Source: an optimization exercise on an open RTL-to-GDS flow (aim: small area, a short achievable clock period and few clock cycles). Production flows keep margins and buffers that such runs may drop. No functional check of the RTL was part of any run shown here. Power is estimated from default activity; no workload was simulated.

==> design.v <==
module signed_right_shift_mplier #(
    parameter N = 32
)(
    input                 clk,
    input                 rst_n,       
    input    [N-1:0]      mcand,
    input    [N-1:0]      mplier,
    output   [2*N-1:0]    product,
    output                done
);
    reg  [31:0] mc;           
    reg  [31:0] pl;           
    reg  [3:0]  e_one, e_two, e_neg;   
    reg  [32:0] S, C;         
    reg  [7:0]  sl, cl;       
    reg         cin;          
    reg  [31:0] ph;           
    reg         first;        
    reg  [2:0]  cnt;
    function [11:0] benc(input [8:0] b);
        integer k;
        reg x2, x1, x0;
        begin
            for (k = 0; k < 4; k = k + 1) begin
                x2 = b[2*k+2]; x1 = b[2*k+1]; x0 = b[2*k];
                benc[k]     = x1 ^ x0;                               
                benc[4+k]   = (x2 & ~x1 & ~x0) | (~x2 & x1 & x0);    
                benc[8+k]   = x2;                                    
            end
        end
    endfunction
    wire [11:0] enc_start = benc({mplier[7:0], 1'b0});
    wire [11:0] enc_next  = benc(pl[15:7]);
    wire [32:0] mx  = {mc[31], mc};
    wire [32:0] mx2 = {mc, 1'b0};
    wire [32:0] pp0, pp1, pp2, pp3;
    wire [32:0] sel0 = ({33{e_one[0]}} & mx) | ({33{e_two[0]}} & mx2);
    wire [32:0] sel1 = ({33{e_one[1]}} & mx) | ({33{e_two[1]}} & mx2);
    wire [32:0] sel2 = ({33{e_one[2]}} & mx) | ({33{e_two[2]}} & mx2);
    wire [32:0] sel3 = ({33{e_one[3]}} & mx) | ({33{e_two[3]}} & mx2);
    assign pp0 = (sel0 ^ {33{e_neg[0]}}) ^ {1'b1, 32'b0};
    assign pp1 = (sel1 ^ {33{e_neg[1]}}) ^ {1'b1, 32'b0};
    assign pp2 = (sel2 ^ {33{e_neg[2]}}) ^ {1'b1, 32'b0};
    assign pp3 = (sel3 ^ {33{e_neg[3]}}) ^ {1'b1, 32'b0};
    wire [32:0] negs;
    genvar g;
    generate
        for (g = 0; g < 33; g = g + 1) begin : g_negs
            if (g % 2 == 0 && g < 31) begin : g_e
                assign negs[g] = pl[g+1];
            end else begin : g_o
                assign negs[g] = 1'b0;
            end
        end
    endgenerate
    wire [32:0] hs = first ? negs : S;
    wire [32:0] hc = first ? {1'b1, 32'b0} : C;
    wire hs0_ = hs[4] ^ hc[4];
    wire hc0_ = hs[4] & hc[4];
    wire fs0, fc0;
    csa_fa u_fa0 (.a(hs[5]), .b(hc[5]), .c(pp0[5]), .s(fs0), .co(fc0));
    wire fs1, fc1;
    csa_fa u_fa1 (.a(hs[6]), .b(hc[6]), .c(pp0[6]), .s(fs1), .co(fc1));
    wire hs1_ = pp1[4] ^ pp2[2];
    wire hc1_ = pp1[4] & pp2[2];
    wire fs2, fc2;
    csa_fa u_fa2 (.a(hs[7]), .b(hc[7]), .c(pp0[7]), .s(fs2), .co(fc2));
    wire fs3, fc3;
    csa_fa u_fa3 (.a(pp1[5]), .b(pp2[3]), .c(pp3[1]), .s(fs3), .co(fc3));
    wire fs4, fc4;
    csa_fa u_fa4 (.a(hs[8]), .b(hc[8]), .c(pp0[8]), .s(fs4), .co(fc4));
    wire fs5, fc5;
    csa_fa u_fa5 (.a(pp1[6]), .b(pp2[4]), .c(pp3[2]), .s(fs5), .co(fc5));
    wire fs6, fc6;
    csa_fa u_fa6 (.a(hs[9]), .b(hc[9]), .c(pp0[9]), .s(fs6), .co(fc6));
    wire fs7, fc7;
    csa_fa u_fa7 (.a(pp1[7]), .b(pp2[5]), .c(pp3[3]), .s(fs7), .co(fc7));
    wire fs8, fc8;
    csa_fa u_fa8 (.a(hs[10]), .b(hc[10]), .c(pp0[10]), .s(fs8), .co(fc8));
    wire fs9, fc9;
    csa_fa u_fa9 (.a(pp1[8]), .b(pp2[6]), .c(pp3[4]), .s(fs9), .co(fc9));
    wire fs10, fc10;
    csa_fa u_fa10 (.a(hs[11]), .b(hc[11]), .c(pp0[11]), .s(fs10), .co(fc10));
    wire fs11, fc11;
    csa_fa u_fa11 (.a(pp1[9]), .b(pp2[7]), .c(pp3[5]), .s(fs11), .co(fc11));
    wire fs12, fc12;
    csa_fa u_fa12 (.a(hs[12]), .b(hc[12]), .c(pp0[12]), .s(fs12), .co(fc12));
    wire fs13, fc13;
    csa_fa u_fa13 (.a(pp1[10]), .b(pp2[8]), .c(pp3[6]), .s(fs13), .co(fc13));
    wire fs14, fc14;
    csa_fa u_fa14 (.a(hs[13]), .b(hc[13]), .c(pp0[13]), .s(fs14), .co(fc14));
    wire fs15, fc15;
    csa_fa u_fa15 (.a(pp1[11]), .b(pp2[9]), .c(pp3[7]), .s(fs15), .co(fc15));
    wire fs16, fc16;
    csa_fa u_fa16 (.a(hs[14]), .b(hc[14]), .c(pp0[14]), .s(fs16), .co(fc16));
    wire fs17, fc17;
    csa_fa u_fa17 (.a(pp1[12]), .b(pp2[10]), .c(pp3[8]), .s(fs17), .co(fc17));
    wire fs18, fc18;
    csa_fa u_fa18 (.a(hs[15]), .b(hc[15]), .c(pp0[15]), .s(fs18), .co(fc18));
    wire fs19, fc19;
    csa_fa u_fa19 (.a(pp1[13]), .b(pp2[11]), .c(pp3[9]), .s(fs19), .co(fc19));
    wire fs20, fc20;
    csa_fa u_fa20 (.a(hs[16]), .b(hc[16]), .c(pp0[16]), .s(fs20), .co(fc20));
    wire fs21, fc21;
    csa_fa u_fa21 (.a(pp1[14]), .b(pp2[12]), .c(pp3[10]), .s(fs21), .co(fc21));
    wire fs22, fc22;
    csa_fa u_fa22 (.a(hs[17]), .b(hc[17]), .c(pp0[17]), .s(fs22), .co(fc22));
    wire fs23, fc23;
    csa_fa u_fa23 (.a(pp1[15]), .b(pp2[13]), .c(pp3[11]), .s(fs23), .co(fc23));
    wire fs24, fc24;
    csa_fa u_fa24 (.a(hs[18]), .b(hc[18]), .c(pp0[18]), .s(fs24), .co(fc24));
    wire fs25, fc25;
    csa_fa u_fa25 (.a(pp1[16]), .b(pp2[14]), .c(pp3[12]), .s(fs25), .co(fc25));
    wire fs26, fc26;
    csa_fa u_fa26 (.a(hs[19]), .b(hc[19]), .c(pp0[19]), .s(fs26), .co(fc26));
    wire fs27, fc27;
    csa_fa u_fa27 (.a(pp1[17]), .b(pp2[15]), .c(pp3[13]), .s(fs27), .co(fc27));
    wire fs28, fc28;
    csa_fa u_fa28 (.a(hs[20]), .b(hc[20]), .c(pp0[20]), .s(fs28), .co(fc28));
    wire fs29, fc29;
    csa_fa u_fa29 (.a(pp1[18]), .b(pp2[16]), .c(pp3[14]), .s(fs29), .co(fc29));
    wire fs30, fc30;
    csa_fa u_fa30 (.a(hs[21]), .b(hc[21]), .c(pp0[21]), .s(fs30), .co(fc30));
    wire fs31, fc31;
    csa_fa u_fa31 (.a(pp1[19]), .b(pp2[17]), .c(pp3[15]), .s(fs31), .co(fc31));
    wire fs32, fc32;
    csa_fa u_fa32 (.a(hs[22]), .b(hc[22]), .c(pp0[22]), .s(fs32), .co(fc32));
    wire fs33, fc33;
    csa_fa u_fa33 (.a(pp1[20]), .b(pp2[18]), .c(pp3[16]), .s(fs33), .co(fc33));
    wire fs34, fc34;
    csa_fa u_fa34 (.a(hs[23]), .b(hc[23]), .c(pp0[23]), .s(fs34), .co(fc34));
    wire fs35, fc35;
    csa_fa u_fa35 (.a(pp1[21]), .b(pp2[19]), .c(pp3[17]), .s(fs35), .co(fc35));
    wire fs36, fc36;
    csa_fa u_fa36 (.a(hs[24]), .b(hc[24]), .c(pp0[24]), .s(fs36), .co(fc36));
    wire fs37, fc37;
    csa_fa u_fa37 (.a(pp1[22]), .b(pp2[20]), .c(pp3[18]), .s(fs37), .co(fc37));
    wire fs38, fc38;
    csa_fa u_fa38 (.a(hs[25]), .b(hc[25]), .c(pp0[25]), .s(fs38), .co(fc38));
    wire fs39, fc39;
    csa_fa u_fa39 (.a(pp1[23]), .b(pp2[21]), .c(pp3[19]), .s(fs39), .co(fc39));
    wire fs40, fc40;
    csa_fa u_fa40 (.a(hs[26]), .b(hc[26]), .c(pp0[26]), .s(fs40), .co(fc40));
    wire fs41, fc41;
    csa_fa u_fa41 (.a(pp1[24]), .b(pp2[22]), .c(pp3[20]), .s(fs41), .co(fc41));
    wire fs42, fc42;
    csa_fa u_fa42 (.a(hs[27]), .b(hc[27]), .c(pp0[27]), .s(fs42), .co(fc42));
    wire fs43, fc43;
    csa_fa u_fa43 (.a(pp1[25]), .b(pp2[23]), .c(pp3[21]), .s(fs43), .co(fc43));
    wire fs44, fc44;
    csa_fa u_fa44 (.a(hs[28]), .b(hc[28]), .c(pp0[28]), .s(fs44), .co(fc44));
    wire fs45, fc45;
    csa_fa u_fa45 (.a(pp1[26]), .b(pp2[24]), .c(pp3[22]), .s(fs45), .co(fc45));
    wire fs46, fc46;
    csa_fa u_fa46 (.a(hs[29]), .b(hc[29]), .c(pp0[29]), .s(fs46), .co(fc46));
    wire fs47, fc47;
    csa_fa u_fa47 (.a(pp1[27]), .b(pp2[25]), .c(pp3[23]), .s(fs47), .co(fc47));
    wire fs48, fc48;
    csa_fa u_fa48 (.a(hs[30]), .b(hc[30]), .c(pp0[30]), .s(fs48), .co(fc48));
    wire fs49, fc49;
    csa_fa u_fa49 (.a(pp1[28]), .b(pp2[26]), .c(pp3[24]), .s(fs49), .co(fc49));
    wire fs50, fc50;
    csa_fa u_fa50 (.a(hs[31]), .b(hc[31]), .c(pp0[31]), .s(fs50), .co(fc50));
    wire fs51, fc51;
    csa_fa u_fa51 (.a(pp1[29]), .b(pp2[27]), .c(pp3[25]), .s(fs51), .co(fc51));
    wire fs52, fc52;
    csa_fa u_fa52 (.a(hs[32]), .b(hc[32]), .c(pp0[32]), .s(fs52), .co(fc52));
    wire fs53, fc53;
    csa_fa u_fa53 (.a(pp1[30]), .b(pp2[28]), .c(pp3[26]), .s(fs53), .co(fc53));
    wire fs54 = ~(pp1[31] ^ pp2[29]);
    wire fc54 = pp1[31] | pp2[29];
    wire hs2_ = hs[2] ^ hc[2];
    wire hc2_ = hs[2] & hc[2];
    wire fs55, fc55;
    csa_fa u_fa55 (.a(hs[3]), .b(hc[3]), .c(pp0[3]), .s(fs55), .co(fc55));
    wire fs56, fc56;
    csa_fa u_fa56 (.a(hs0_), .b(pp0[4]), .c(pp1[2]), .s(fs56), .co(fc56));
    wire fs57, fc57;
    csa_fa u_fa57 (.a(hc0_), .b(pp1[3]), .c(pp2[1]), .s(fs57), .co(fc57));
    wire fs58, fc58;
    csa_fa u_fa58 (.a(pp3[0]), .b(hs1_), .c(fc0), .s(fs58), .co(fc58));
    wire fs59, fc59;
    csa_fa u_fa59 (.a(hc1_), .b(fc1), .c(fs2), .s(fs59), .co(fc59));
    wire fs60, fc60;
    csa_fa u_fa60 (.a(fc2), .b(fc3), .c(fs4), .s(fs60), .co(fc60));
    wire fs61, fc61;
    csa_fa u_fa61 (.a(fc4), .b(fc5), .c(fs6), .s(fs61), .co(fc61));
    wire fs62, fc62;
    csa_fa u_fa62 (.a(fc6), .b(fc7), .c(fs8), .s(fs62), .co(fc62));
    wire fs63, fc63;
    csa_fa u_fa63 (.a(fc8), .b(fc9), .c(fs10), .s(fs63), .co(fc63));
    wire fs64, fc64;
    csa_fa u_fa64 (.a(fc10), .b(fc11), .c(fs12), .s(fs64), .co(fc64));
    wire fs65, fc65;
    csa_fa u_fa65 (.a(fc12), .b(fc13), .c(fs14), .s(fs65), .co(fc65));
    wire fs66, fc66;
    csa_fa u_fa66 (.a(fc14), .b(fc15), .c(fs16), .s(fs66), .co(fc66));
    wire fs67, fc67;
    csa_fa u_fa67 (.a(fc16), .b(fc17), .c(fs18), .s(fs67), .co(fc67));
    wire fs68, fc68;
    csa_fa u_fa68 (.a(fc18), .b(fc19), .c(fs20), .s(fs68), .co(fc68));
    wire fs69, fc69;
    csa_fa u_fa69 (.a(fc20), .b(fc21), .c(fs22), .s(fs69), .co(fc69));
    wire fs70, fc70;
    csa_fa u_fa70 (.a(fc22), .b(fc23), .c(fs24), .s(fs70), .co(fc70));
    wire fs71, fc71;
    csa_fa u_fa71 (.a(fc24), .b(fc25), .c(fs26), .s(fs71), .co(fc71));
    wire fs72, fc72;
    csa_fa u_fa72 (.a(fc26), .b(fc27), .c(fs28), .s(fs72), .co(fc72));
    wire fs73, fc73;
    csa_fa u_fa73 (.a(fc28), .b(fc29), .c(fs30), .s(fs73), .co(fc73));
    wire fs74, fc74;
    csa_fa u_fa74 (.a(fc30), .b(fc31), .c(fs32), .s(fs74), .co(fc74));
    wire fs75, fc75;
    csa_fa u_fa75 (.a(fc32), .b(fc33), .c(fs34), .s(fs75), .co(fc75));
    wire fs76, fc76;
    csa_fa u_fa76 (.a(fc34), .b(fc35), .c(fs36), .s(fs76), .co(fc76));
    wire fs77, fc77;
    csa_fa u_fa77 (.a(fc36), .b(fc37), .c(fs38), .s(fs77), .co(fc77));
    wire fs78, fc78;
    csa_fa u_fa78 (.a(fc38), .b(fc39), .c(fs40), .s(fs78), .co(fc78));
    wire fs79, fc79;
    csa_fa u_fa79 (.a(fc40), .b(fc41), .c(fs42), .s(fs79), .co(fc79));
    wire fs80, fc80;
    csa_fa u_fa80 (.a(fc42), .b(fc43), .c(fs44), .s(fs80), .co(fc80));
    wire fs81, fc81;
    csa_fa u_fa81 (.a(fc44), .b(fc45), .c(fs46), .s(fs81), .co(fc81));
    wire fs82, fc82;
    csa_fa u_fa82 (.a(fc46), .b(fc47), .c(fs48), .s(fs82), .co(fc82));
    wire fs83, fc83;
    csa_fa u_fa83 (.a(fc48), .b(fc49), .c(fs50), .s(fs83), .co(fc83));
    wire fs84, fc84;
    csa_fa u_fa84 (.a(fc50), .b(fc51), .c(fs52), .s(fs84), .co(fc84));
    wire fs85, fc85;
    csa_fa u_fa85 (.a(pp3[27]), .b(fc52), .c(fc53), .s(fs85), .co(fc85));
    wire fs86, fc86;
    csa_fa u_fa86 (.a(pp1[32]), .b(pp2[30]), .c(pp3[28]), .s(fs86), .co(fc86));
    wire hs3_ = 1'b1 ^ pp2[31];
    wire hc3_ = 1'b1 & pp2[31];
    wire hs4_ = hs[0] ^ hc[0];
    wire hc4_ = hs[0] & hc[0];
    wire fs87, fc87;
    csa_fa u_fa87 (.a(hs[1]), .b(hc[1]), .c(pp0[1]), .s(fs87), .co(fc87));
    wire fs88, fc88;
    csa_fa u_fa88 (.a(hs2_), .b(pp0[2]), .c(pp1[0]), .s(fs88), .co(fc88));
    wire fs89, fc89;
    csa_fa u_fa89 (.a(hc2_), .b(pp1[1]), .c(fs55), .s(fs89), .co(fc89));
    wire fs90, fc90;
    csa_fa u_fa90 (.a(pp2[0]), .b(fc55), .c(fs56), .s(fs90), .co(fc90));
    wire fs91, fc91;
    csa_fa u_fa91 (.a(fc56), .b(fs0), .c(fs57), .s(fs91), .co(fc91));
    wire fs92, fc92;
    csa_fa u_fa92 (.a(fc57), .b(fs1), .c(fs58), .s(fs92), .co(fc92));
    wire fs93, fc93;
    csa_fa u_fa93 (.a(fs3), .b(fc58), .c(fs59), .s(fs93), .co(fc93));
    wire fs94, fc94;
    csa_fa u_fa94 (.a(fs5), .b(fc59), .c(fs60), .s(fs94), .co(fc94));
    wire fs95, fc95;
    csa_fa u_fa95 (.a(fs7), .b(fc60), .c(fs61), .s(fs95), .co(fc95));
    wire fs96, fc96;
    csa_fa u_fa96 (.a(fs9), .b(fc61), .c(fs62), .s(fs96), .co(fc96));
    wire fs97, fc97;
    csa_fa u_fa97 (.a(fs11), .b(fc62), .c(fs63), .s(fs97), .co(fc97));
    wire fs98, fc98;
    csa_fa u_fa98 (.a(fs13), .b(fc63), .c(fs64), .s(fs98), .co(fc98));
    wire fs99, fc99;
    csa_fa u_fa99 (.a(fs15), .b(fc64), .c(fs65), .s(fs99), .co(fc99));
    wire fs100, fc100;
    csa_fa u_fa100 (.a(fs17), .b(fc65), .c(fs66), .s(fs100), .co(fc100));
    wire fs101, fc101;
    csa_fa u_fa101 (.a(fs19), .b(fc66), .c(fs67), .s(fs101), .co(fc101));
    wire fs102, fc102;
    csa_fa u_fa102 (.a(fs21), .b(fc67), .c(fs68), .s(fs102), .co(fc102));
    wire fs103, fc103;
    csa_fa u_fa103 (.a(fs23), .b(fc68), .c(fs69), .s(fs103), .co(fc103));
    wire fs104, fc104;
    csa_fa u_fa104 (.a(fs25), .b(fc69), .c(fs70), .s(fs104), .co(fc104));
    wire fs105, fc105;
    csa_fa u_fa105 (.a(fs27), .b(fc70), .c(fs71), .s(fs105), .co(fc105));
    wire fs106, fc106;
    csa_fa u_fa106 (.a(fs29), .b(fc71), .c(fs72), .s(fs106), .co(fc106));
    wire fs107, fc107;
    csa_fa u_fa107 (.a(fs31), .b(fc72), .c(fs73), .s(fs107), .co(fc107));
    wire fs108, fc108;
    csa_fa u_fa108 (.a(fs33), .b(fc73), .c(fs74), .s(fs108), .co(fc108));
    wire fs109, fc109;
    csa_fa u_fa109 (.a(fs35), .b(fc74), .c(fs75), .s(fs109), .co(fc109));
    wire fs110, fc110;
    csa_fa u_fa110 (.a(fs37), .b(fc75), .c(fs76), .s(fs110), .co(fc110));
    wire fs111, fc111;
    csa_fa u_fa111 (.a(fs39), .b(fc76), .c(fs77), .s(fs111), .co(fc111));
    wire fs112, fc112;
    csa_fa u_fa112 (.a(fs41), .b(fc77), .c(fs78), .s(fs112), .co(fc112));
    wire fs113, fc113;
    csa_fa u_fa113 (.a(fs43), .b(fc78), .c(fs79), .s(fs113), .co(fc113));
    wire fs114, fc114;
    csa_fa u_fa114 (.a(fs45), .b(fc79), .c(fs80), .s(fs114), .co(fc114));
    wire fs115, fc115;
    csa_fa u_fa115 (.a(fs47), .b(fc80), .c(fs81), .s(fs115), .co(fc115));
    wire fs116, fc116;
    csa_fa u_fa116 (.a(fs49), .b(fc81), .c(fs82), .s(fs116), .co(fc116));
    wire fs117, fc117;
    csa_fa u_fa117 (.a(fs51), .b(fc82), .c(fs83), .s(fs117), .co(fc117));
    wire fs118, fc118;
    csa_fa u_fa118 (.a(fs53), .b(fc83), .c(fs84), .s(fs118), .co(fc118));
    wire fs119, fc119;
    csa_fa u_fa119 (.a(fs54), .b(fs85), .c(fc84), .s(fs119), .co(fc119));
    wire fs120, fc120;
    csa_fa u_fa120 (.a(fc54), .b(fs86), .c(fc85), .s(fs120), .co(fc120));
    wire fs121, fc121;
    csa_fa u_fa121 (.a(pp3[29]), .b(hs3_), .c(fc86), .s(fs121), .co(fc121));
    wire fs122, fc122;
    csa_fa u_fa122 (.a(pp2[32]), .b(pp3[30]), .c(hc3_), .s(fs122), .co(fc122));
    wire hs5_ = 1'b1 ^ pp3[31];
    wire hc5_ = 1'b1 & pp3[31];
    wire [40:0] cs_s = {1'b0, 1'b1, pp3[32], hs5_, fs122, fs121, fs120, fs119, fs118, fs117, fs116, fs115, fs114, fs113, fs112, fs111, fs110, fs109, fs108, fs107, fs106, fs105, fs104, fs103, fs102, fs101, fs100, fs99, fs98, fs97, fs96, fs95, fs94, fs93, fs92, fs91, fs90, fs89, fs88, fs87, pp0[0]};
    wire [40:0] cs_c = {1'b0, 1'b0, hc5_, fc122, fc121, fc120, fc119, fc118, fc117, fc116, fc115, fc114, fc113, fc112, fc111, fc110, fc109, fc108, fc107, fc106, fc105, fc104, fc103, fc102, fc101, fc100, fc99, fc98, fc97, fc96, fc95, fc94, fc93, fc92, fc91, fc90, fc89, fc88, fc87, hc4_, hs4_};
    wire [39:0] fsum = {S[31:0], sl} + {C[31:0], cl} + {39'b0, cin};
    wire        cout = fsum[8] ^ S[0] ^ C[0];
    always @(posedge clk) begin
        first <= ~rst_n;
        if (!rst_n) begin
            mc    <= mcand;
            pl    <= mplier;
            e_one <= enc_start[3:0];
            e_two <= enc_start[7:4];
            e_neg <= enc_start[11:8];
            cnt   <= 3'd0;
        end else begin
            pl    <= {fsum[7:0], pl[31:8]};
            e_one <= enc_next[3:0];
            e_two <= enc_next[7:4];
            e_neg <= enc_next[11:8];
            cnt   <= cnt + 3'd1;
        end
        S   <= cs_s[40:8];
        C   <= cs_c[40:8];
        sl  <= cs_s[7:0];
        cl  <= cs_c[7:0];
        cin <= first ? 1'b0 : cout;
        ph  <= fsum[39:8];
    end
    assign product = {ph, pl};
    assign done    = (cnt == 3'd5);
endmodule
module csa_fa (
    input  a,
    input  b,
    input  c,
    output s,
    output co
);
    assign s  = a ^ b ^ c;
    assign co = (a & b) | (a & c) | (b & c);
endmodule
==> run.sh <==
#!/bin/bash
# synth_recipe.tcl (not shown) runs the flow's synth.tcl, then flattens the netlist and writes it again
# the make line also repeats each setting of config.mk as NAME=value (left out here)
make -C /OpenROAD-flow-scripts/flow DESIGN_CONFIG=/design/flow/config.mk WORK_HOME=/design/flow/orfs CLKGATE_MAP_FILE= SYNTH_SCRIPT=/design/flow/synth_recipe.tcl finish
==> config.mk <==
export PLATFORM = sky130hd
export DESIGN_NAME = signed_right_shift_mplier
export DESIGN_NICKNAME = signed_right_shift_mplier
export VERILOG_FILES = /design/flow/design.v
export SDC_FILE = /design/flow/constraint.sdc
export NUM_CORES = 4
export LEC_CHECK = 0
export CAP_MARGIN = 20
export CORE_MARGIN = 2
export CORE_UTILIZATION = 40
export SETUP_SLACK_MARGIN = 2.5
export SLEW_MARGIN = 20
export SYNTH_HIERARCHICAL = 1
==> constraint.sdc <==
create_clock -name core_clock -period 5.0 [get_ports {clk}]
set_input_delay 1.0000 -clock core_clock [delete_from_list [all_inputs] [get_ports {clk}]]
set_output_delay 1.0000 -clock core_clock [all_outputs]
set_load 0.01 [all_outputs]
==> results of run 1 <==
## metrics by stage
| stage | area [sq um] | instances |
|---|---|---|
| floorplan | 12600 | 1136 |
| global placement | 14000 | 1580 |
| detailed placement | 14000 | 1580 |
| CTS | 15600 | 1679 |
| global route | 16600 | 1726 |
| finish | 16600 | 1726 |
## sequential cells by signal, summed over array words and instances, names as in the netlist
register and flops:
S 31, ph 32, mc 32, cl 8, e_two 4, sl 8, first 1, C 31
cin 1, e_neg 3, pl 29, e_one 4, cnt 3
## modules after synthesis (local to each module, per instance)
module,flops+latches,cell area [sq um],copies in the design,cells inside
csa_fa,0,20.0,122,1
signed_right_shift_mplier,187,10000,1,1013
## per-layer routing
| metal | global-route usage | part of all wire | up-vias |
|---|---|---|---|
| met5 | 0 | 0 | - |
| met4 | 0.0671 | 0.028 | 0 |
| met3 | 0.0519 | 0.077 | 70 |
| met2 | 0.325 | 0.44 | 402 |
| met1 | 0.314 | 0.46 | 4582 |
| li1 | - | - | 4316 |
## worst max-delay path by stage
stage	startpoint	end	cells past startpoint
final	sl[0]	ph[24]	9
after CTS	cin	ph[24]	9
after detailed placement	e_one[1]	S[21]	5
after global placement	e_one[0]	S[4]	5
after global routing	sl[0]	ph[24]	9
after floorplan	e_neg[1]	S[0]	6
## report_power, final
| group | total (uW) | leakage, uW | internal (uW) | switching [uW] |
|---|---|---|---|---|
| clock network | 1370 | 0.000290 | 706 | 664 |
| logic | 8400 | 0.00451 | 4030 | 4370 |
| registers | 2810 | 0.00163 | 2320 | 486 |
## synth_stat cells (2+ instances only)
library cell  count
a31oi_2           2
ha_1             45
o21ai_0          23
xor2_1           25
nand2b_1          2
o22ai_1           2
nor3_1            6
nand3_1           8
clkbuf_2         30
inv_1            19
fa_1            124
nand2_1          42
mux2_2           47
nand3b_1          3
o21bai_1         10
o211ai_1          5
xnor2_1         153
edfxtp_1         32
a211oi_1          6
a21oi_1          46
a31oi_1           7
buf_2             2
nor2_1           34
and3_1            4
dfxtp_1         155
or2_2             2
a31o_2            3
a21o_1           25
buf_1             3
a22oi_1         126
nand4_1           7
nor4b_1           2
nor2b_1          46
clkbuf_1         58
buf_4             2
o21a_1            3
nor3b_1           2
or3b_2            2
## logic make-up (layout without fill, tap and decap cells)
group | count (synthesis) | in the layout
buffers and inverters | 114 | 308
AO/OA/AOI/OAI | 273 | 273
AND/OR/NAND/NOR | 166 | 166
adder cells (fa/ha/maj) | 169 | 169
flip-flops | 187 | 187
multiplexers | 47 | 47
other | 1 | 2
XOR/XNOR | 178 | 178
## layout make-up
cell class	count	area [sq um]
Clock buffer	17	425
Tap cell	396	495
Fill cell	2605	14000
Sequential cell	187	4140
Timing Repair Buffer	257	2610
Multi-Input combinational cell	835	8690
Clock inverter	15	150
Inverter	19	71.3
## repair_timing
action / CTS / global route
gates resized for setup: 102 / 135
pin swaps: 32 / 60
gates cloned: 0 / 2
endpoints found under the setup margin: 99 / 75
buffers inserted: 67 / 45
==> summary.txt, run 1 <==
Detail Placement HPWL = 24600 um
pin count of the biggest net entering global routing = 49
actual slew at the worst max-slew pin = 0.958 ns
Worst Path Required = 5.36 ns
Total GRT Usage = 0.218
RSZ-0062 raised after global routing = true
leakage power = 0.00642 uW
overall power = 12600 uW
grt total ovfl = 0
Post-synth EDFFs = 32
Synth Instances = 1135
fin worst setup slack = 2.40 ns
# DRC = 0
Async SR Flop Fraction = 0
worst reg2reg endpoint = ph[24]
hold path start = cnt[0]
WHS Endpoint = cnt[0]
vias = 9370
n_diodes = 0
largest family of logic cells by synthesized area = adder cells
worst skew pair latency = 0.45 ns
Worst Hold Slack = 0.431 ns
sequential fraction of the synthesis area = 0.326
fraction of synthesized area in multiplexers = 0.0425
Post-Synth XOR/XNOR Area = 0.125
initial drt markers = 559
num rows = 64
area leader, netlist = dfxtp_1
worst vdd ir = 0.269 mV
Clock Sinks = 187
Starting Density = 0.407
Layout Skew = 0.0111 ns
outcome = no timing/DRC/antenna violations
TritonCTS buffer count = 17
Arr. time, crit path = 2.96 ns
DP Worst Slack = 1.82 ns
Layout Nets = 1552
Top delay family on crit path = compound AO/OA/AOI/OAI gates
simple-gate share of the synthesized area = 0.0688
slew margin rel. = 0.362
Top FF cell, synth = dfxtp_1
Synth top area share = 0.249
max-cap violations = 0
Die X = 180 um
vias per std cell = 5.43
CTS tree = yes
Final Wtd Congestion = 0.843
register clock-pin slew on the reported worst setup and hold paths = 0.08 ns
vias in the first global route = 9538
Netlist Area Pre-Place = 12500 sq um
most frequent cells in the layout = xnor2_1 (139), clkdlybuf4s50_1 (126), dfxtp_1 (123), buf_4 (88), fa_1 (82)
Startpoint Class = flip-flop
initial antenna violation count = 0
fin crit period = 2.60 ns
Finished Core Util = 0.542
pwr dens = 758 nW/um^2
Hold Crit Class = reg -> reg
IO Pins = 131
most frequent CP cell = fa_2
Tcrit/Tclk final = 0.520
post-synthesis compound-gate area fraction = 0.154
Worst Reg-to-Reg Cells = 9
H-Tree Depth = 4
Distinct cells, synth = 60
final setup violation count = 0
Pins Over Slew Limit = 0
flop-to-flop setup slack = 2.40 ns
Area Growth Syn to Fin = 33.2%
DRT Wirelength = 36200 um
Worst path slowest cell = fa_2
dominant cells by area after synthesis = dfxtp_1 (25%), fa_1 (20%), xnor2_1 (11%)
Critical Path End Type = flip-flop
Peak Freq = 385 MHz
die area = 32600 sq um
WL/cell = 21.0 um
Hold Path Stages = 1
Post-Synth Adder-Cell Area = 0.245
Root Driver = clkbuf_16
most common cell after layout, fill and taps aside = xnor2_1
syn avg cell area = 11.0 sq um
Antenna Violating Nets Remaining = 0
CP Max Fanout = 3
core outline area = 30600 sq um
TNS Setup = 0 ns
max incr delay on CP = 0.40 ns
I/O Buffers = 130
die height = 180 um
Post-CTS Hold Buffers = 0
first-pass GRT wire length = 55300 um
Final Hold Fails = 0
CTS Buffer Depth = 2
crit path cell chain = fa_2 > fa_2 > a21o_1 > a221oi_4 > o21ai_4 > a31oi_4 > o21a_1 > o21ai_2 > a211oi_2
share of layout cells above drive strength 1 = 0.298
Syn. warnings = 7
RR Startpoint = sl[0]
1st-pass router iterations = 5
#FFs+latches synth = 187
CP bufs+invs = 0
WS Path Type = reg -> reg
==> inputs of run 2 (changes only) <==
--- a/config.mk
+++ b/config.mk
@@ -8,6 +8,5 @@
 export CAP_MARGIN = 20
 export CORE_MARGIN = 2
 export CORE_UTILIZATION = 40
-export SETUP_SLACK_MARGIN = 2.5
 export SLEW_MARGIN = 20
 export SYNTH_HIERARCHICAL = 1
==> summary.txt, run 2 <==
outcome = no timing/DRC/antenna violations
worst vdd ir = 0.301 mV (+12%)
1st-pass router iterations = 7 (+2)
Setup crit end = ph[24]
Area Growth Syn to Fin = 16.5%
Peak Freq = 332 MHz (-14%)
Arr. time, crit path = 3.37 ns (+0.41 ns)
initial drt markers = 598 (+7.0%)
most frequent CP cell = fa_1
Synth Instances = 1135 (unchanged)
Worst Path Required = 5.36 ns (about the same)
most common cell after layout, fill and taps aside = xnor2_1
Post-synth EDFFs = 32 (unchanged)
crit path cell chain = fa_1 > fa_1 > a21o_1 > a221oi_2 > o21ai_2 > a31oi_2 > o21a_1 > o21ai_0 > a211oi_1
die height = 180 um (unchanged)
CP Max Fanout = 4 (+1)
Layout Skew = 0.0140 ns (+0.00286 ns)
Total GRT Usage = 0.204 (-0.0140)
Syn. warnings = 7 (unchanged)
Pins Over Slew Limit = 0 (unchanged)
Worst Hold Slack = 0.460 ns (+0.0293 ns)
initial antenna violation count = 0 (unchanged)
Hold Path Stages = 1 (unchanged)
crit path from = sl[0]
num rows = 64 (unchanged)
RR Startpoint = sl[0]
IO Pins = 131 (unchanged)
Critical Path End Type = flip-flop
CP bufs+invs = 0 (unchanged)
Hold Crit Class = reg -> reg
fin crit period = 3.01 ns (+0.414 ns)
Levels on crit path = 9 (unchanged)
hold path start = cnt[0]
Top delay family on crit path = compound AO/OA/AOI/OAI gates
CTS Buffer Depth = 2 (unchanged)
part of the power in registers = 0.261 (+0.038)
syn avg cell area = 11.0 sq um (unchanged)
Layout Nets = 1437 (-7.4%)
Detail Placement HPWL = 24700 um (+0.16%)
Distinct cells, synth = 60 (unchanged)
top post-synthesis cells by count = dfxtp_1 (155), xnor2_1 (153), a22oi_1 (126)
I/O Buffers = 130 (unchanged)
pin count of the biggest net entering global routing = 51 (+4.1%)
H-Tree Depth = 4 (unchanged)
Startpoint Class = flip-flop
count leader, synth = dfxtp_1
leakage power = 0.00555 uW (-14%)
Tcrit/Tclk final = 0.603 (+0.0828)
combinational share of power = 0.626 (-0.042)
Top FF cell, synth = dfxtp_1
#FFs+latches synth = 187 (unchanged)
TNS Setup = 0 ns (unchanged)
cts repair resizes = 0 (-100%)
first-pass GRT wire length = 51700 um (-6.4%)
CTS tree = yes
DRT Wirelength = 32600 um (-9.9%)
worst skew pair latency = 0.45 ns (about the same)
max incr delay on CP = 0.46 ns (+0.06 ns)
pwr dens = 780 nW/um^2 (+2.8%)
vias in the first global route = 9002 (-5.6%)
WL/cell = 20.3 um (-3.4%)
RSZ-0062 raised after global routing = false
vias = 8711 (-7.0%)
Net Sw Power = 5010 uW (-9.3%)
Die X = 180 um (unchanged)
Clk pwr share = 0.113 (+0.004)
max-cap violations = 0 (unchanged)
Root Driver = clkbuf_16
Fillers = 2838 (+8.9%)
final setup violation count = 0 (unchanged)
Async SR Flop Fraction = 0 (unchanged)
TritonCTS buffer count = 17 (unchanged)
top flop regs = mc (32), ph (32)
Antenna Violating Nets Remaining = 0 (unchanged)
Final Wtd Congestion = 0.831 (-1.3%)
internal power = 6300 uW (-11%)
die area = 32600 sq um (unchanged)
most frequent cells in the layout = xnor2_1 (153), dfxtp_1 (143), clkdlybuf4s50_1 (129), a22oi_1 (126), fa_1 (124)
slew margin rel. = 0.360 (-0.00173)
Sw Share = 0.443 (+0.00409)
Clock Sinks = 187 (unchanged)
# DRC = 0 (unchanged)
area leader, netlist = dfxtp_1
Post-CTS Hold Buffers = 0 (unchanged)
Finished Core Util = 0.474 (-0.0681)
Worst path slowest cell = fa_1
flop-to-flop setup slack = 1.99 ns (-0.41 ns)
worst reg2reg endpoint = ph[24]
sequential fraction of the synthesis area = 0.326 (unchanged)
Starting Density = 0.407 (unchanged)
n_diodes = 0 (unchanged)
Synth top area share = 0.249 (unchanged)
share of layout cells above drive strength 1 = 0.0947 (-0.204)
dominant cells by area after synthesis = dfxtp_1 (25%), fa_1 (20%), xnor2_1 (11%)
WS Path Type = reg -> reg
Netlist Area Pre-Place = 12500 sq um (unchanged)
setup bufs post-CTS = 0 (-100%)
vias per std cell = 5.41 (-0.40%)
register clock-pin slew on the reported worst setup and hold paths = 0.07 ns (about the same)
core outline area = 30600 sq um (unchanged)
grt total ovfl = 0 (unchanged)
Final Hold Fails = 0 (unchanged)
actual slew at the worst max-slew pin = 0.960 ns (+0.00259 ns)
Worst Reg-to-Reg Cells = 9 (unchanged)
run 2: cell counts after synthesis:
Identical to the previous run, type by type.
run 2: worst min path at each step:
stage                     endpoint  slack [ns]
after floorplan             cnt[0]        0.42
after global placement      cnt[0]        0.43
after detailed placement    cnt[0]        0.45
after CTS                   cnt[0]        0.47
after global routing        cnt[0]        0.49
final                       cnt[0]        0.46
run 2: final cells by class:
class / count / area (sq um) / share of cell area
Timing Repair Buffer: 142 / 1390 / 0.0961
Inverter: 19 / 71.3 / 0.00492
Clock inverter: 11 / 88.8 / 0.00612
Sequential cell: 187 / 4090 / 0.282
Multi-Input combinational cell: 835 / 7920 / 0.546
Tap cell: 396 / 495 / 0.0342
Clock buffer: 21 / 450 / 0.0311
run 2: routing by layer:
| layer | global-route usage | vias up | share of wire |
|---|---|---|---|
| met4 | 0.0629 | 0 | 0.020 |
| met2 | 0.289 | 327 | 0.42 |
| met5 | 0 | - | 0 |
| li1 | - | 4081 | - |
| met3 | 0.0473 | 34 | 0.070 |
| met1 | 0.307 | 4269 | 0.49 |
run 2: per-stage QoR:
step                      cell area [sq um]  total power (uW)  setup slack (ns)  std cells
after floorplan                       12500              7750              2.10       1136
after global placement                13900              9880              1.73       1578
after detailed placement              14000             10000              1.87       1579
after CTS                             14500             11400              1.67       1611
after global routing                  14500             12400              1.83       1611
final                                 14500             11300              1.99       1611
run 2: worst register-to-register path, cell delays in order (launching register included):
cell	delay, ns
dfxtp_1	0.32
fa_1	0.46
fa_1	0.42
a21o_1	0.24
a221oi_2	0.35
o21ai_2	0.15
a31oi_2	0.34
o21a_1	0.24
o21ai_0	0.15
a211oi_1	0.26
run 2: power by group through the flow:
stage	clock (uW)	sequential, uW	combinational, uW
final	1280	2950	7080
after global routing	1370	3030	7980
after CTS	1310	2960	7090
after detailed placement	0	2990	7050
after global placement	0	3000	6880
after floorplan	0	2650	5100
run 2: modules after synthesis, one instance, submodules excluded:
module                     cells  copies in the design  area [sq um]
signed_right_shift_mplier   1013                     1         10000
csa_fa                         1                   122          20.0
run 2: kinds of logic (layout without fill, tap and decap cells):
logic type	after synthesis	in the layout	share of synthesized area
fa+ha+maj	169	169	0.245
mux	47	47	0.0425
other cells	1	2	0.000301
xor+xnor	178	178	0.125
compound gates	273	273	0.154
simple gates	166	166	0.0688
buf+inv	114	193	0.0382
flops	187	187	0.326
==> inputs of run 3 (changes only) <==
--- a/design.v
+++ b/design.v
@@ -237,85 +237,85 @@
     csa_fa u_fa86 (.a(pp1[32]), .b(pp2[30]), .c(pp3[28]), .s(fs86), .co(fc86));
     wire hs3_ = 1'b1 ^ pp2[31];
     wire hc3_ = 1'b1 & pp2[31];
-    wire hs4_ = hs[0] ^ hc[0];
-    wire hc4_ = hs[0] & hc[0];
     wire fs87, fc87;
-    csa_fa u_fa87 (.a(hs[1]), .b(hc[1]), .c(pp0[1]), .s(fs87), .co(fc87));
+    csa_fa u_fa87 (.a(hs[0]), .b(hc[0]), .c(pp0[0]), .s(fs87), .co(fc87));
     wire fs88, fc88;
-    csa_fa u_fa88 (.a(hs2_), .b(pp0[2]), .c(pp1[0]), .s(fs88), .co(fc88));
+    csa_fa u_fa88 (.a(hs[1]), .b(hc[1]), .c(pp0[1]), .s(fs88), .co(fc88));
     wire fs89, fc89;
-    csa_fa u_fa89 (.a(hc2_), .b(pp1[1]), .c(fs55), .s(fs89), .co(fc89));
+    csa_fa u_fa89 (.a(hs2_), .b(pp0[2]), .c(pp1[0]), .s(fs89), .co(fc89));
     wire fs90, fc90;
-    csa_fa u_fa90 (.a(pp2[0]), .b(fc55), .c(fs56), .s(fs90), .co(fc90));
+    csa_fa u_fa90 (.a(hc2_), .b(pp1[1]), .c(fs55), .s(fs90), .co(fc90));
     wire fs91, fc91;
-    csa_fa u_fa91 (.a(fc56), .b(fs0), .c(fs57), .s(fs91), .co(fc91));
+    csa_fa u_fa91 (.a(pp2[0]), .b(fc55), .c(fs56), .s(fs91), .co(fc91));
     wire fs92, fc92;
-    csa_fa u_fa92 (.a(fc57), .b(fs1), .c(fs58), .s(fs92), .co(fc92));
+    csa_fa u_fa92 (.a(fc56), .b(fs0), .c(fs57), .s(fs92), .co(fc92));
     wire fs93, fc93;
-    csa_fa u_fa93 (.a(fs3), .b(fc58), .c(fs59), .s(fs93), .co(fc93));
+    csa_fa u_fa93 (.a(fc57), .b(fs1), .c(fs58), .s(fs93), .co(fc93));
     wire fs94, fc94;
-    csa_fa u_fa94 (.a(fs5), .b(fc59), .c(fs60), .s(fs94), .co(fc94));
+    csa_fa u_fa94 (.a(fs3), .b(fc58), .c(fs59), .s(fs94), .co(fc94));
     wire fs95, fc95;
-    csa_fa u_fa95 (.a(fs7), .b(fc60), .c(fs61), .s(fs95), .co(fc95));
+    csa_fa u_fa95 (.a(fs5), .b(fc59), .c(fs60), .s(fs95), .co(fc95));
     wire fs96, fc96;
-    csa_fa u_fa96 (.a(fs9), .b(fc61), .c(fs62), .s(fs96), .co(fc96));
+    csa_fa u_fa96 (.a(fs7), .b(fc60), .c(fs61), .s(fs96), .co(fc96));
     wire fs97, fc97;
-    csa_fa u_fa97 (.a(fs11), .b(fc62), .c(fs63), .s(fs97), .co(fc97));
+    csa_fa u_fa97 (.a(fs9), .b(fc61), .c(fs62), .s(fs97), .co(fc97));
     wire fs98, fc98;
-    csa_fa u_fa98 (.a(fs13), .b(fc63), .c(fs64), .s(fs98), .co(fc98));
+    csa_fa u_fa98 (.a(fs11), .b(fc62), .c(fs63), .s(fs98), .co(fc98));
     wire fs99, fc99;
-    csa_fa u_fa99 (.a(fs15), .b(fc64), .c(fs65), .s(fs99), .co(fc99));
+    csa_fa u_fa99 (.a(fs13), .b(fc63), .c(fs64), .s(fs99), .co(fc99));
     wire fs100, fc100;
-    csa_fa u_fa100 (.a(fs17), .b(fc65), .c(fs66), .s(fs100), .co(fc100));
+    csa_fa u_fa100 (.a(fs15), .b(fc64), .c(fs65), .s(fs100), .co(fc100));
     wire fs101, fc101;
-    csa_fa u_fa101 (.a(fs19), .b(fc66), .c(fs67), .s(fs101), .co(fc101));
+    csa_fa u_fa101 (.a(fs17), .b(fc65), .c(fs66), .s(fs101), .co(fc101));
     wire fs102, fc102;
-    csa_fa u_fa102 (.a(fs21), .b(fc67), .c(fs68), .s(fs102), .co(fc102));
+    csa_fa u_fa102 (.a(fs19), .b(fc66), .c(fs67), .s(fs102), .co(fc102));
     wire fs103, fc103;
-    csa_fa u_fa103 (.a(fs23), .b(fc68), .c(fs69), .s(fs103), .co(fc103));
+    csa_fa u_fa103 (.a(fs21), .b(fc67), .c(fs68), .s(fs103), .co(fc103));
     wire fs104, fc104;
-    csa_fa u_fa104 (.a(fs25), .b(fc69), .c(fs70), .s(fs104), .co(fc104));
+    csa_fa u_fa104 (.a(fs23), .b(fc68), .c(fs69), .s(fs104), .co(fc104));
     wire fs105, fc105;
-    csa_fa u_fa105 (.a(fs27), .b(fc70), .c(fs71), .s(fs105), .co(fc105));
+    csa_fa u_fa105 (.a(fs25), .b(fc69), .c(fs70), .s(fs105), .co(fc105));
     wire fs106, fc106;
-    csa_fa u_fa106 (.a(fs29), .b(fc71), .c(fs72), .s(fs106), .co(fc106));
+    csa_fa u_fa106 (.a(fs27), .b(fc70), .c(fs71), .s(fs106), .co(fc106));
     wire fs107, fc107;
-    csa_fa u_fa107 (.a(fs31), .b(fc72), .c(fs73), .s(fs107), .co(fc107));
+    csa_fa u_fa107 (.a(fs29), .b(fc71), .c(fs72), .s(fs107), .co(fc107));
     wire fs108, fc108;
-    csa_fa u_fa108 (.a(fs33), .b(fc73), .c(fs74), .s(fs108), .co(fc108));
+    csa_fa u_fa108 (.a(fs31), .b(fc72), .c(fs73), .s(fs108), .co(fc108));
     wire fs109, fc109;
-    csa_fa u_fa109 (.a(fs35), .b(fc74), .c(fs75), .s(fs109), .co(fc109));
+    csa_fa u_fa109 (.a(fs33), .b(fc73), .c(fs74), .s(fs109), .co(fc109));
     wire fs110, fc110;
-    csa_fa u_fa110 (.a(fs37), .b(fc75), .c(fs76), .s(fs110), .co(fc110));
+    csa_fa u_fa110 (.a(fs35), .b(fc74), .c(fs75), .s(fs110), .co(fc110));
     wire fs111, fc111;
-    csa_fa u_fa111 (.a(fs39), .b(fc76), .c(fs77), .s(fs111), .co(fc111));
+    csa_fa u_fa111 (.a(fs37), .b(fc75), .c(fs76), .s(fs111), .co(fc111));
     wire fs112, fc112;
-    csa_fa u_fa112 (.a(fs41), .b(fc77), .c(fs78), .s(fs112), .co(fc112));
+    csa_fa u_fa112 (.a(fs39), .b(fc76), .c(fs77), .s(fs112), .co(fc112));
     wire fs113, fc113;
-    csa_fa u_fa113 (.a(fs43), .b(fc78), .c(fs79), .s(fs113), .co(fc113));
+    csa_fa u_fa113 (.a(fs41), .b(fc77), .c(fs78), .s(fs113), .co(fc113));
     wire fs114, fc114;
-    csa_fa u_fa114 (.a(fs45), .b(fc79), .c(fs80), .s(fs114), .co(fc114));
+    csa_fa u_fa114 (.a(fs43), .b(fc78), .c(fs79), .s(fs114), .co(fc114));
     wire fs115, fc115;
-    csa_fa u_fa115 (.a(fs47), .b(fc80), .c(fs81), .s(fs115), .co(fc115));
+    csa_fa u_fa115 (.a(fs45), .b(fc79), .c(fs80), .s(fs115), .co(fc115));
     wire fs116, fc116;
-    csa_fa u_fa116 (.a(fs49), .b(fc81), .c(fs82), .s(fs116), .co(fc116));
+    csa_fa u_fa116 (.a(fs47), .b(fc80), .c(fs81), .s(fs116), .co(fc116));
     wire fs117, fc117;
-    csa_fa u_fa117 (.a(fs51), .b(fc82), .c(fs83), .s(fs117), .co(fc117));
+    csa_fa u_fa117 (.a(fs49), .b(fc81), .c(fs82), .s(fs117), .co(fc117));
     wire fs118, fc118;
-    csa_fa u_fa118 (.a(fs53), .b(fc83), .c(fs84), .s(fs118), .co(fc118));
+    csa_fa u_fa118 (.a(fs51), .b(fc82), .c(fs83), .s(fs118), .co(fc118));
     wire fs119, fc119;
-    csa_fa u_fa119 (.a(fs54), .b(fs85), .c(fc84), .s(fs119), .co(fc119));
+    csa_fa u_fa119 (.a(fs53), .b(fc83), .c(fs84), .s(fs119), .co(fc119));
     wire fs120, fc120;
-    csa_fa u_fa120 (.a(fc54), .b(fs86), .c(fc85), .s(fs120), .co(fc120));
+    csa_fa u_fa120 (.a(fs54), .b(fs85), .c(fc84), .s(fs120), .co(fc120));
     wire fs121, fc121;
-    csa_fa u_fa121 (.a(pp3[29]), .b(hs3_), .c(fc86), .s(fs121), .co(fc121));
+    csa_fa u_fa121 (.a(fc54), .b(fs86), .c(fc85), .s(fs121), .co(fc121));
     wire fs122, fc122;
-    csa_fa u_fa122 (.a(pp2[32]), .b(pp3[30]), .c(hc3_), .s(fs122), .co(fc122));
-    wire hs5_ = 1'b1 ^ pp3[31];
-    wire hc5_ = 1'b1 & pp3[31];
-    wire [40:0] cs_s = {1'b0, 1'b1, pp3[32], hs5_, fs122, fs121, fs120, fs119, fs118, fs117, fs116, fs115, fs114, fs113, fs112, fs111, fs110, fs109, fs108, fs107, fs106, fs105, fs104, fs103, fs102, fs101, fs100, fs99, fs98, fs97, fs96, fs95, fs94, fs93, fs92, fs91, fs90, fs89, fs88, fs87, pp0[0]};
-    wire [40:0] cs_c = {1'b0, 1'b0, hc5_, fc122, fc121, fc120, fc119, fc118, fc117, fc116, fc115, fc114, fc113, fc112, fc111, fc110, fc109, fc108, fc107, fc106, fc105, fc104, fc103, fc102, fc101, fc100, fc99, fc98, fc97, fc96, fc95, fc94, fc93, fc92, fc91, fc90, fc89, fc88, fc87, hc4_, hs4_};
-    wire [39:0] fsum = {S[31:0], sl} + {C[31:0], cl} + {39'b0, cin};
+    csa_fa u_fa122 (.a(pp3[29]), .b(hs3_), .c(fc86), .s(fs122), .co(fc122));
+    wire fs123, fc123;
+    csa_fa u_fa123 (.a(pp2[32]), .b(pp3[30]), .c(hc3_), .s(fs123), .co(fc123));
+    wire hs4_ = 1'b1 ^ pp3[31];
+    wire hc4_ = 1'b1 & pp3[31];
+    wire [40:0] cs_s = {1'b0, 1'b1, pp3[32], hs4_, fs123, fs122, fs121, fs120, fs119, fs118, fs117, fs116, fs115, fs114, fs113, fs112, fs111, fs110, fs109, fs108, fs107, fs106, fs105, fs104, fs103, fs102, fs101, fs100, fs99, fs98, fs97, fs96, fs95, fs94, fs93, fs92, fs91, fs90, fs89, fs88, fs87};
+    wire [40:0] cs_c = {1'b0, 1'b0, hc4_, fc123, fc122, fc121, fc120, fc119, fc118, fc117, fc116, fc115, fc114, fc113, fc112, fc111, fc110, fc109, fc108, fc107, fc106, fc105, fc104, fc103, fc102, fc101, fc100, fc99, fc98, fc97, fc96, fc95, fc94, fc93, fc92, fc91, fc90, fc89, fc88, fc87, 1'b0};
+    wire [39:0] fsum = {S[31:0], sl} + {C[31:0], cl[7:1], cin};
     wire        cout = fsum[8] ^ S[0] ^ C[0];
     always @(posedge clk) begin
         first <= ~rst_n;
==> flow/run.sh (new file) <==
#!/bin/bash
# Standard ORFS layout, but with small buffers on the ports instead of the
# delay cells buffer_ports picks by default.  Each tool's output is logged
# by ORFS under orfs/logs; make's own output goes to flow_make.log.
set -euo pipefail
export BUFFER_PORTS_ARGS="-buffer_cell sky130_fd_sc_hd__buf_1"
bash standard.sh > flow_make.log 2>&1
==> standard.sh (new file) <==
#!/bin/bash
# synth_recipe.tcl (not shown) runs the flow's synth.tcl, then flattens the netlist and writes it again
# the make line also repeats each setting of config.mk as NAME=value (left out here)
make -C /OpenROAD-flow-scripts/flow DESIGN_CONFIG=/design/flow/config.mk WORK_HOME=/design/flow/orfs CLKGATE_MAP_FILE= SYNTH_SCRIPT=/design/flow/synth_recipe.tcl "${@:-finish}"
--- a/config.mk
+++ b/config.mk
@@ -8,5 +8,6 @@
 export CAP_MARGIN = 20
 export CORE_MARGIN = 2
 export CORE_UTILIZATION = 40
+export SETUP_SLACK_MARGIN = 2.5
 export SLEW_MARGIN = 20
 export SYNTH_HIERARCHICAL = 1
removed: run.sh
==> summary.txt, run 3 <==
outcome = no timing/DRC/antenna violations
WL/cell = 21.2 um (+4.7%)
first-pass GRT wire length = 55500 um (+7.2%)
Worst path slowest cell = edfxtp_1
fin crit period = 2.56 ns (-0.454 ns)
Top FF cell, synth = dfxtp_1
syn avg cell area = 10.8 sq um (-1.2%)
Fillers = 2787 (-1.8%)
RSZ-0062 raised after global routing = true
pwr dens = 802 nW/um^2 (+2.9%)
most frequent cells in the layout = xnor2_1 (147), dfxtp_1 (139), buf_1 (129), fa_1 (109), a22oi_1 (89)
initial antenna violation count = 0 (unchanged)
Distinct cells, synth = 60 (unchanged)
TritonCTS buffer count = 17 (unchanged)
die height = 181 um (about the same)
IO Pins = 131 (unchanged)
overall power = 12200 uW (+7.7%)
die area = 32600 sq um (+0.13%)
Peak Freq = 391 MHz (+18%)
Final Wtd Congestion = 0.899 (+8.1%)
num rows = 64 (unchanged)
Critical Path End Type = flip-flop
#FFs+latches synth = 186 (-0.53%)
vias per std cell = 5.53 (+2.3%)
Pins Over Slew Limit = 0 (unchanged)
max incr delay on CP = 0.54 ns (+0.08 ns)
most common cell after layout, fill and taps aside = xnor2_1
Hold Path Stages = 1 (unchanged)
Arr. time, crit path = 2.88 ns (-0.49 ns)
Multi-input gate area = 8430 sq um (+6.5%)
pin count of the biggest net entering global routing = 48 (-5.9%)
Clock Sinks = 186 (-0.53%)
Syn. warnings = 7 (unchanged)
dominant cells by area after synthesis = dfxtp_1 (25%), fa_1 (20%), xnor2_1 (11%)
Top delay family on crit path = adder cells
sequential fraction of the synthesis area = 0.324 (-0.00203)
RR Startpoint = mc[17]
vias in the first global route = 9443 (+4.9%)
Final Hold Fails = 0 (unchanged)
1st-pass router iterations = 5 (-2)
Async SR Flop Fraction = 0 (unchanged)
Root Driver = clkbuf_16
CTS tree = yes
initial drt markers = 812 (+36%)
Area Growth Syn to Fin = 21.8%
Synth top area share = 0.247 (-0.00193)
Worst Reg-to-Reg Cells = 6 (-3)
WHS Endpoint = cnt[0]
register clock-pin slew on the reported worst setup and hold paths = 0.08 ns (about the same)
Starting Density = 0.406 (-0.000532)
Startpoint Class = flip-flop
worst skew pair latency = 0.45 ns (about the same)
TNS Setup = 0 ns (unchanged)
final setup violation count = 0 (unchanged)
I/O Buffers = 130 (unchanged)
top flop regs = mc (32), ph (32)
slew margin rel. = 0.625 (+0.265)
Synth Instances = 1150 (+1.3%)
area leader, netlist = dfxtp_1
DP Worst Slack = 1.84 ns (-0.0283 ns)
Netlist Area Pre-Place = 12500 sq um (+0.13%)
Detail Placement HPWL = 25300 um (+2.6%)
Tcrit/Tclk final = 0.512 (-0.0907)
CTS Buffer Depth = 2 (unchanged)
grt total ovfl = 0 (unchanged)
most frequent CP cell = fa_1
WS Path Type = reg -> reg
flop-to-flop setup slack = 2.44 ns (+0.45 ns)
DRT Wirelength = 36300 um (+11%)
Total GRT Usage = 0.223 (+0.0192)
Worst Path Required = 5.32 ns (-0.04 ns)
crit path cell chain = buf_4 > a22oi_2 > xnor2_1 > fa_1 > fa_1 > fa_1
Post-synth EDFFs = 32 (unchanged)
H-Tree Depth = 4 (unchanged)
top post-synthesis cells by count = dfxtp_1 (154), xnor2_1 (154), a22oi_1 (125)
core outline area = 30700 sq um (+0.26%)
Levels on crit path = 6 (-3)
actual slew at the worst max-slew pin = 0.554 ns (-0.407 ns)
n_diodes = 0 (unchanged)
final non-filler cell total = 1710 (+6.1%)
hold path start = cnt[0]
CP Max Fanout = 7 (+3)
placed cell count = 1587 (+0.51%)
share of layout cells above drive strength 1 = 0.223 (+0.128)
Layout Skew = 0.0120 ns (-0.00203 ns)
Layout Nets = 1536 (+6.9%)
fin worst setup slack = 2.44 ns (+0.454 ns)
Die X = 181 um (about the same)
worst reg2reg endpoint = S[16]
max-cap violations = 0 (unchanged)
leakage power = 0.00577 uW (+4.0%)
CP bufs+invs = 1 (+1)
FF/Latch Area = 4100 sq um (+0.15%)
worst vdd ir = 0.252 mV (-16%)
Antenna Violating Nets Remaining = 0 (unchanged)
Hold Crit Class = reg -> reg
# DRC = 0 (unchanged)
vias = 9461 (+8.6%)
-- run 3: changes by cell type in the layout (fill, tap and decap cells not counted), moves of 36 or more --
cell / delta
buf_1: +129
clkdlybuf4s50_1: -129
buf_4: +66
a22oi_1: -37
a22oi_2: +36
-- run 3: worst max path at each step --
stage	startpoint	to	slack (ns)
2_1_floorplan	e_one[2]	S[0]	2.50
3_3_place_gp	e_one[2]	S[21]	1.85
3_5_place_dp	e_one[3]	S[1]	1.84
4_1_cts	S[3]	ph[30]	2.48
5_1_grt	mc[17]	S[16]	2.39
6_report	mc[17]	S[16]	2.44
-- run 3: layer usage --
metal,global-route usage,share of wire,vias up
li1,-,-,4308
met1,0.303,0.44,4675
met2,0.343,0.45,415
met3,0.0598,0.080,63
met4,0.0810,0.034,0
met5,0,0,-
-- run 3: metrics by stage --
step | util | hold slack [ns] | area, sq um
after floorplan | - | 0.421 | 12500
after global placement | 0.428 | 0.434 | 13100
after detailed placement | 0.428 | 0.443 | 13100
after CTS | 0.478 | 0.461 | 14700
after global routing | 0.495 | 0.503 | 15200
final | 0.495 | 0.454 | 15200
-- run 3: layout make-up --
class / count / share of cell area
clock inverters: 14 / 0.00956
well taps: 396 / 0.0326
inverters: 17 / 0.00420
clock buffers: 18 / 0.0297
multi-input cells: 845 / 0.555
flip-flops and latches: 186 / 0.270
repair buffers: 234 / 0.0994
-- run 3: logic make-up (layout without fill, tap and decap cells) --
| family | Yosys count | count (layout) | share of synthesized area |
|---|---|---|---|
| muxes | 44 | 44 | 0.0397 |
| other | 1 | 2 | 0.000301 |
| adders and majority gates | 169 | 169 | 0.244 |
| DFF | 186 | 186 | 0.324 |
| xor gates and xnor gates | 173 | 173 | 0.123 |
| buffers and inverters | 120 | 283 | 0.0401 |
| and+or+nand+nor | 176 | 176 | 0.0733 |
| AOI/OAI and AO/OA | 281 | 281 | 0.155 |
-- run 3: modules after synthesis, one instance, submodules excluded --
| module | times used | flip-flops and latches | area [sq um] |
|---|---|---|---|
| csa_fa | 123 | 0 | 20.0 |
| signed_right_shift_mplier | 1 | 186 | 10000 |
-- run 3: timing repair --
item / in CTS / in global routing
hold buffers: 0 / 0
buffers inserted: 63 / 28
pin swaps: 13 / 21
endpoints found under the setup margin: 89 / 58
gates resized for setup: 78 / 62
-- run 3: where the power goes --
part	switching, uW	internal (uW)	total (uW)
logic	4350	3650	8000
clock network	691	700	1390
registers	490	2300	2790
total	5530	6650	12200
==> inputs of run 4 (changes only) <==
--- a/config.mk
+++ b/config.mk
@@ -8,6 +8,6 @@
 export CAP_MARGIN = 20
 export CORE_MARGIN = 2
 export CORE_UTILIZATION = 40
-export SETUP_SLACK_MARGIN = 2.5
+export SETUP_SLACK_MARGIN = 3.0
 export SLEW_MARGIN = 20
 export SYNTH_HIERARCHICAL = 1
==> summary.txt, run 4 <==
hold path start = cnt[0]
TNS Setup = 0 ns (unchanged)
WL/cell = 22.9 um (+8.1%)
initial antenna violation count = 0 (unchanged)
part of the power in registers = 0.209 (-0.020)
Startpoint Class = flip-flop
RR Startpoint = e_two[0]
WS Path Type = reg -> reg
core outline area = 30700 sq um (unchanged)
Final Wtd Congestion = 0.879 (-2.2%)
Top FF cell, synth = dfxtp_1
Critical Path End Type = flip-flop
most common cell after layout, fill and taps aside = xnor2_1
Tcrit/Tclk final = 0.514 (+0.00199)
CTS Buffer Depth = 2 (unchanged)
Pins Over Slew Limit = 0 (unchanged)
Netlist Area Pre-Place = 12500 sq um (unchanged)
dominant cells by area after synthesis = dfxtp_1 (25%), fa_1 (20%), xnor2_1 (11%)
first-pass GRT wire length = 60200 um (+8.5%)
Sw Share = 0.442 (-0.0122)
final setup violation count = 0 (unchanged)
Final Hold Fails = 0 (unchanged)
Net Sw Power = 6050 uW (+9.3%)
Root Driver = clkbuf_16
Starting Density = 0.406 (unchanged)
Fillers = 2551 (-8.5%)
FF/Latch Area = 4180 sq um (+2.0%)
TritonCTS buffer count = 17 (unchanged)
Worst path slowest cell = fa_2
leakage power = 0.00650 uW (+13%)
Die X = 181 um (unchanged)
worst vdd ir = 0.286 mV (+14%)
die area = 32600 sq um (unchanged)
Arr. time, crit path = 2.90 ns (+0.02 ns)
Syn. warnings = 7 (unchanged)
Post-synth EDFFs = 32 (unchanged)
Hold Crit Class = reg -> reg
outcome = no timing/DRC/antenna violations
Synth top area share = 0.247 (unchanged)
most frequent cells in the layout = xnor2_1 (122), buf_1 (110), dfxtp_1 (105), buf_4 (98), fa_2 (80)
vias in the first global route = 10.1k (+6.8%)
actual slew at the worst max-slew pin = 0.559 ns (+0.00545 ns)
H-Tree Depth = 4 (unchanged)
Distinct cells, synth = 60 (unchanged)
vias = 10.1k (+6.2%)
IO Pins = 131 (unchanged)
initial drt markers = 745 (-8.3%)
register clock-pin slew on the reported worst setup and hold paths = 0.08 ns (about the same)
Layout Nets = 1594 (+3.8%)
DRT Wirelength = 40500 um (+12%)
#FFs+latches synth = 186 (unchanged)
Worst Path Required = 5.33 ns (about the same)
Clock Sinks = 186 (unchanged)
# DRC = 0 (unchanged)
Synth Instances = 1150 (unchanged)
Total GRT Usage = 0.243 (+0.0193)
Layout Skew = 0.0122 ns (+0.000214 ns)
max-cap violations = 0 (unchanged)
share of layout cells above drive strength 1 = 0.418 (+0.195)
grt total ovfl = 0 (unchanged)
vias per std cell = 5.68 (+2.8%)
RSZ-0062 raised after global routing = true
combinational share of power = 0.688 (+0.031)
most frequent CP cell = fa_2
top flop regs = mc (32), ph (32)
fin crit period = 2.57 ns (+0.00996 ns)
CP Max Fanout = 8 (+1)
area leader, netlist = dfxtp_1
worst skew pair latency = 0.45 ns (about the same)
sequential fraction of the synthesis area = 0.324 (unchanged)
1st-pass router iterations = 6 (+1)
n_diodes = 0 (unchanged)
top post-synthesis cells by count = dfxtp_1 (154), xnor2_1 (154), a22oi_1 (125)
CTS tree = yes
crit path from = e_two[0]
pwr dens = 803 nW/um^2 (+0.12%)
slew margin rel. = 0.627 (+0.00220)
die height = 181 um (unchanged)
pin count of the biggest net entering global routing = 48 (unchanged)
Finished Core Util = 0.556 (+0.0605)
Detail Placement HPWL = 25400 um (+0.41%)
Antenna Violating Nets Remaining = 0 (unchanged)
Async SR Flop Fraction = 0 (unchanged)
Multi-input gate area = 9320 sq um (+11%)
crit path cell chain = buf_12 > a22oi_2 > xnor2_2 > fa_2 > fa_2 > fa_1
internal power = 7630 uW (+15%)
I/O Buffers = 130 (unchanged)
max incr delay on CP = 0.63 ns (+0.09 ns)
syn avg cell area = 10.8 sq um (unchanged)
Area Growth Syn to Fin = 36.7%
Peak Freq = 389 MHz (-0.39%)
Clk pwr share = 0.102 (-0.012)
num rows = 64 (unchanged)
run 4: cells by family after synthesis:
logic type               count (synthesis)  share of synthesized area
adder cells (fa/ha/maj)                169                      0.244
XOR/XNOR                               173                      0.123
buffers and inverters                  120                     0.0401
multiplexers                            44                     0.0397
other                                    1                   0.000301
flip-flops                             186                      0.324
AO/OA/AOI/OAI                          281                      0.155
AND/OR/NAND/NOR                        176                     0.0733
run 4: per-stage QoR:
step	hold slack, ns	cells	total power [uW]	setup slack [ns]	instance area (sq um)
floorplan	0.421	1151	8120	2.55	12900
global placement	0.432	1588	9950	1.78	13400
detailed placement	0.444	1588	10100	1.76	13400
CTS	0.461	1732	12900	2.50	16200
global route	0.473	1768	14700	2.36	17000
finish	0.454	1768	13700	2.43	17000
run 4: final timing paths:
check | to | slack (ns) | cells after the start
worst max-delay path | S[1] | 2.43 | 6
worst min-delay path | cnt[0] | 0.45 | 1
worst max register to register | S[1] | 2.43 | 6
worst min register to register | cnt[0] | 0.45 | 1
run 4: cell type report:
| type | instances | share of cell area |
|---|---|---|
| clock buffer | 19 | 0.0260 |
| clock inverter | 13 | 0.00881 |
| inverter | 17 | 0.00389 |
| multi-input combinational | 845 | 0.547 |
| sequential | 186 | 0.245 |
| tap | 396 | 0.0291 |
| timing repair buffer | 292 | 0.141 |
run 4: Yosys stat by module (local to each module, per instance):
module,flip-flops and latches,copies in the design,area (sq um)
csa_fa,0,123,20.0
signed_right_shift_mplier,186,1,10000
run 4: routing by layer:
metal  vias to the layer above  part of all wire  wire (um)  track usage
li1                       4427                 -          -            -
met1                      5009              0.41      16800        0.323
met2                       522              0.46      18500        0.377
met3                        93             0.087       3530       0.0546
met4                         0             0.042       1710        0.112
met5                         -                 0          0            0
run 4: power groups by stage:
stage / clock (uW) / sequential [uW] / combinational [uW]
floorplan: 0 / 2650 / 5480
global placement: 0 / 2940 / 7010
CTS: 1430 / 2840 / 8650
global route: 1480 / 2920 / 10300
detailed placement: 0 / 2940 / 7190
finish: 1400 / 2870 / 9420
run 4: critical path, delay by kind of cell, from the launching register on:
| family | cells | cell delay, ns |
|---|---|---|
| buffers and inverters | 1 | 0.18 |
| adders and majority gates | 3 | 1.55 |
| xor gates and xnor gates | 1 | 0.16 |
| DFF | 1 | 0.47 |
| AOI/OAI and AO/OA | 1 | 0.08 |
run 4: what timing repair did:
item	in CTS	in global routing
buffers inserted	106	32
setup endpoints to repair	165	123
hold buffers	0	0
gates resized for setup	293	122
gates cloned	6	4
endpoints found under the hold margin	0	0
pin swaps	77	66

-- afterwards: timing with drivers on the ports --
The results above use ideal ports. As a check the final layouts listed here were re-extracted and re-timed, cells and wires unchanged.
Step 1: set_driving_cell puts a clkbuf_16 on clk and a buf_2 on each other input, an assumption about the parent block.
Step 2 adds t to the input delays and takes it off the output delays; t is the mean of the earliest and latest rising clock arrival at the registers after step 1. Input paths then give back, and output paths get back, about the clock's delay inside the block.
Three values: no drivers, after step 1, after step 2; two values: the first two.
run | t, ns | slack for setup (ns) | hold slack, ns | clock arrival spread, ns | worst slew at a driven data input, ns
run 1 | 0.495 | 2.401 / 2.401 / 2.334 | 0.431 / 0.431 / 0.431 | 0.012 / 0.013 | 0.05
run 2 | 0.491 | 1.987 / 1.987 / 1.987 | 0.460 / 0.460 / 0.460 | 0.014 / 0.014 | 0.05
run 3 | 0.493 | 2.440 / 2.440 / 2.394 | 0.454 / 0.454 / 0.454 | 0.013 / 0.012 | 0.06
run 4 | 0.497 | 2.430 / 2.430 / 2.430 | 0.454 / 0.454 / 0.454 | 0.012 / 0.012 | 0.05
After both steps every run listed still meets setup and hold. For run 1, which loses most, drivers alone change the setup slack by 0.000 ns; drivers and shift together by -0.067 ns.
